This design comes from an exercise in tuning for small area on the open sky130 flow, not from production work.
In this exercise RTL edits were held to simulation tests only and were not proved equivalent to the original.
Power is estimated from default activity; no workload was simulated.

// rec_fsm
module rec_fsm(mid_clk, clk, rst, serial_inp, VSS_LCD, VCCC, VEE, RS, RW, ENE, s_out, LEDP, LEDN);
clock: 10.0 ns
lec_check: 0
cap_margin: 20
core_area: 2.3 2.72 63.48 62.56
cts_buf_list: sky130_fd_sc_hd__clkbuf_4
die_area: 0 0 66 66
slew_margin: 20
standard.sh (not shown) runs the stock make flow with config.mk's settings and CLKGATE_MAP_FILE= SYNTH_SCRIPT=/design/flow/synth_recipe.tcl, a recipe that flattens the netlist after the stock synthesis.
==> flow/flow/run.sh <==
#!/bin/bash
# Layout flow: the standard ORFS flow (standard.sh) with three changes.
#  1. Synthesis is the standard synthesis except that the ABC call mapping the
#     logic to cells runs flow/area.abc (area-oriented) instead of ORFS's
#     delay-oriented script; registers are untouched.
#  2. Port buffers (one per input and output port, as in the standard flow) are
#     sky130_fd_sc_hd__buf_1.
#  3. Constant outputs share one tie-high and one tie-low cell (no tie cloning).
# Each tool's full output is in the ORFS logs under orfs/logs; make's output is in
# standard.log.
set -euo pipefail
export AREA_ABC_SCRIPT="$PWD/flow/area.abc"
bash standard.sh SYNTH_SCRIPT="$PWD/flow/synth_area.tcl" \
  "BUFFER_PORTS_ARGS=-buffer_cell sky130_fd_sc_hd__buf_1" \
  "CTS_ARGS=-sink_clustering_enable -repair_clock_nets -buf_list sky130_fd_sc_hd__clkbuf_4 -dont_use_dummy_load -sink_clustering_size 30 -sink_clustering_max_diameter 300" \
  SKIP_REPAIR_TIE_FANOUT=1 finish > standard.log 2>&1
==> flow/flow/area.abc <==
strash; &get -n; &deepsyn -I 10 -J 50; &put; dch; map -a
==> flow/flow/synth_area.tcl <==
# The standard flow's synthesis script (synth_recipe.tcl) with one change: the ABC call that
# maps the logic to cells runs flow/area.abc instead of ORFS's delay-oriented
# script. Everything else, registers included, is the standard synthesis.
proc synth {args} { yosys synth -nofsm -noshare {*}$args }
proc abc {args} {
  set i [lsearch -exact $args -script]
  if { $i >= 0 } {
    lset args [expr {$i + 1}] $::env(AREA_ABC_SCRIPT)
  }
  yosys abc {*}$args
}
source $::env(SCRIPTS_DIR)/synth.tcl
# left out here: clear keep_hierarchy, flatten, clean up, hide names made inside functions, write 1_2_yosys.v
Then changed:
--- a/flow/flow/run.sh
+++ b/flow/flow/run.sh
@@ -13,4 +13,4 @@
 bash standard.sh SYNTH_SCRIPT="$PWD/flow/synth_area.tcl" \
   "BUFFER_PORTS_ARGS=-buffer_cell sky130_fd_sc_hd__buf_1" \
-  "CTS_ARGS=-sink_clustering_enable -repair_clock_nets -buf_list sky130_fd_sc_hd__clkbuf_4 -dont_use_dummy_load -sink_clustering_size 30 -sink_clustering_max_diameter 300" \
+  "CTS_ARGS=-repair_clock_nets -buf_list sky130_fd_sc_hd__clkbuf_8 -dont_use_dummy_load" \
   SKIP_REPAIR_TIE_FANOUT=1 finish > standard.log 2>&1
After rerunning:
- synthesized cell count stays the same
- worst setup slack gains 0.038 ns
- register-to-register slack barely changes
- non-clock buffer count does not change
- power came out higher by roughly a tenth
- clock-buffer cell count is unchanged
Then changed:
--- a/flow/flow/run.sh
+++ b/flow/flow/run.sh
@@ -13,4 +13,3 @@
 bash standard.sh SYNTH_SCRIPT="$PWD/flow/synth_area.tcl" \
   "BUFFER_PORTS_ARGS=-buffer_cell sky130_fd_sc_hd__buf_1" \
-  "CTS_ARGS=-repair_clock_nets -buf_list sky130_fd_sc_hd__clkbuf_8 -dont_use_dummy_load" \
   SKIP_REPAIR_TIE_FANOUT=1 finish > standard.log 2>&1
The new run passed the timing, DRC and antenna checks.
Clock-buffer cell count stays the same.
Flip-flop and latch count is unchanged.
Maximum frequency came out lower by 1.6%.
Register-to-register slack stays flat.
Combinational power is about the same.
Via count hardly moves.
Final cell count climbs by 0.55%.
Worst setup slack gets worse by 0.062 ns.
Worst hold slack improves by 0.0079 ns.
Routed wire length drops by about 1%.
Synthesized cell count is unchanged.
Then changed:
--- a/flow/flow/run.sh
+++ b/flow/flow/run.sh
@@ -13,3 +13,4 @@
 bash standard.sh SYNTH_SCRIPT="$PWD/flow/synth_area.tcl" \
   "BUFFER_PORTS_ARGS=-buffer_cell sky130_fd_sc_hd__buf_1" \
+  "CTS_ARGS=-sink_clustering_enable -repair_clock_nets -buf_list sky130_fd_sc_hd__clkbuf_8 -sink_clustering_size 30 -sink_clustering_max_diameter 300 -dont_use_dummy_load" \
   SKIP_REPAIR_TIE_FANOUT=1 finish > standard.log 2>&1
=> Power goes up by 9.4%. Register-to-register slack hardly moves. Cell count goes down by 0.54%. Design area goes up by 1.1%. Worst hold slack degrades by 0.0079 ns. Worst setup slack improves by 0.062 ns. Die area is unchanged. Routed wire length goes up by 0.99%. Synthesized cell count stays the same.

## re-timing with driven ports
No port has a modelled driver above. Below, the same layouts with a new extraction and two added sets of constraints.
Step 1, drivers: a clkbuf_16 drives clk and a buf_2 each remaining input, both assumed.
Step 2 adds t to the input delays and takes it off the output delays; t is the mean of the earliest and latest rising clock arrival at the registers after step 1. Input paths then give back, and output paths get back, about the clock's delay inside the block.
Slacks: no drivers / after step 1 / after step 2; pairs: no drivers / after step 1.
run | t (ns) | setup slack, ns | hold slack, ns
the first run | 0.300 | 6.090 / 6.071 / 6.371 | 0.378 / 0.378 / 0.378
the second run | 0.269 | 6.128 / 6.107 / 6.376 | 0.370 / 0.370 / 0.370
the third run | 0.310 | 6.065 / 6.047 / 6.357 | 0.378 / 0.378 / 0.378
the fourth run | 0.269 | 6.128 / 6.107 / 6.376 | 0.370 / 0.370 / 0.370
After both steps every run listed still meets setup and hold.
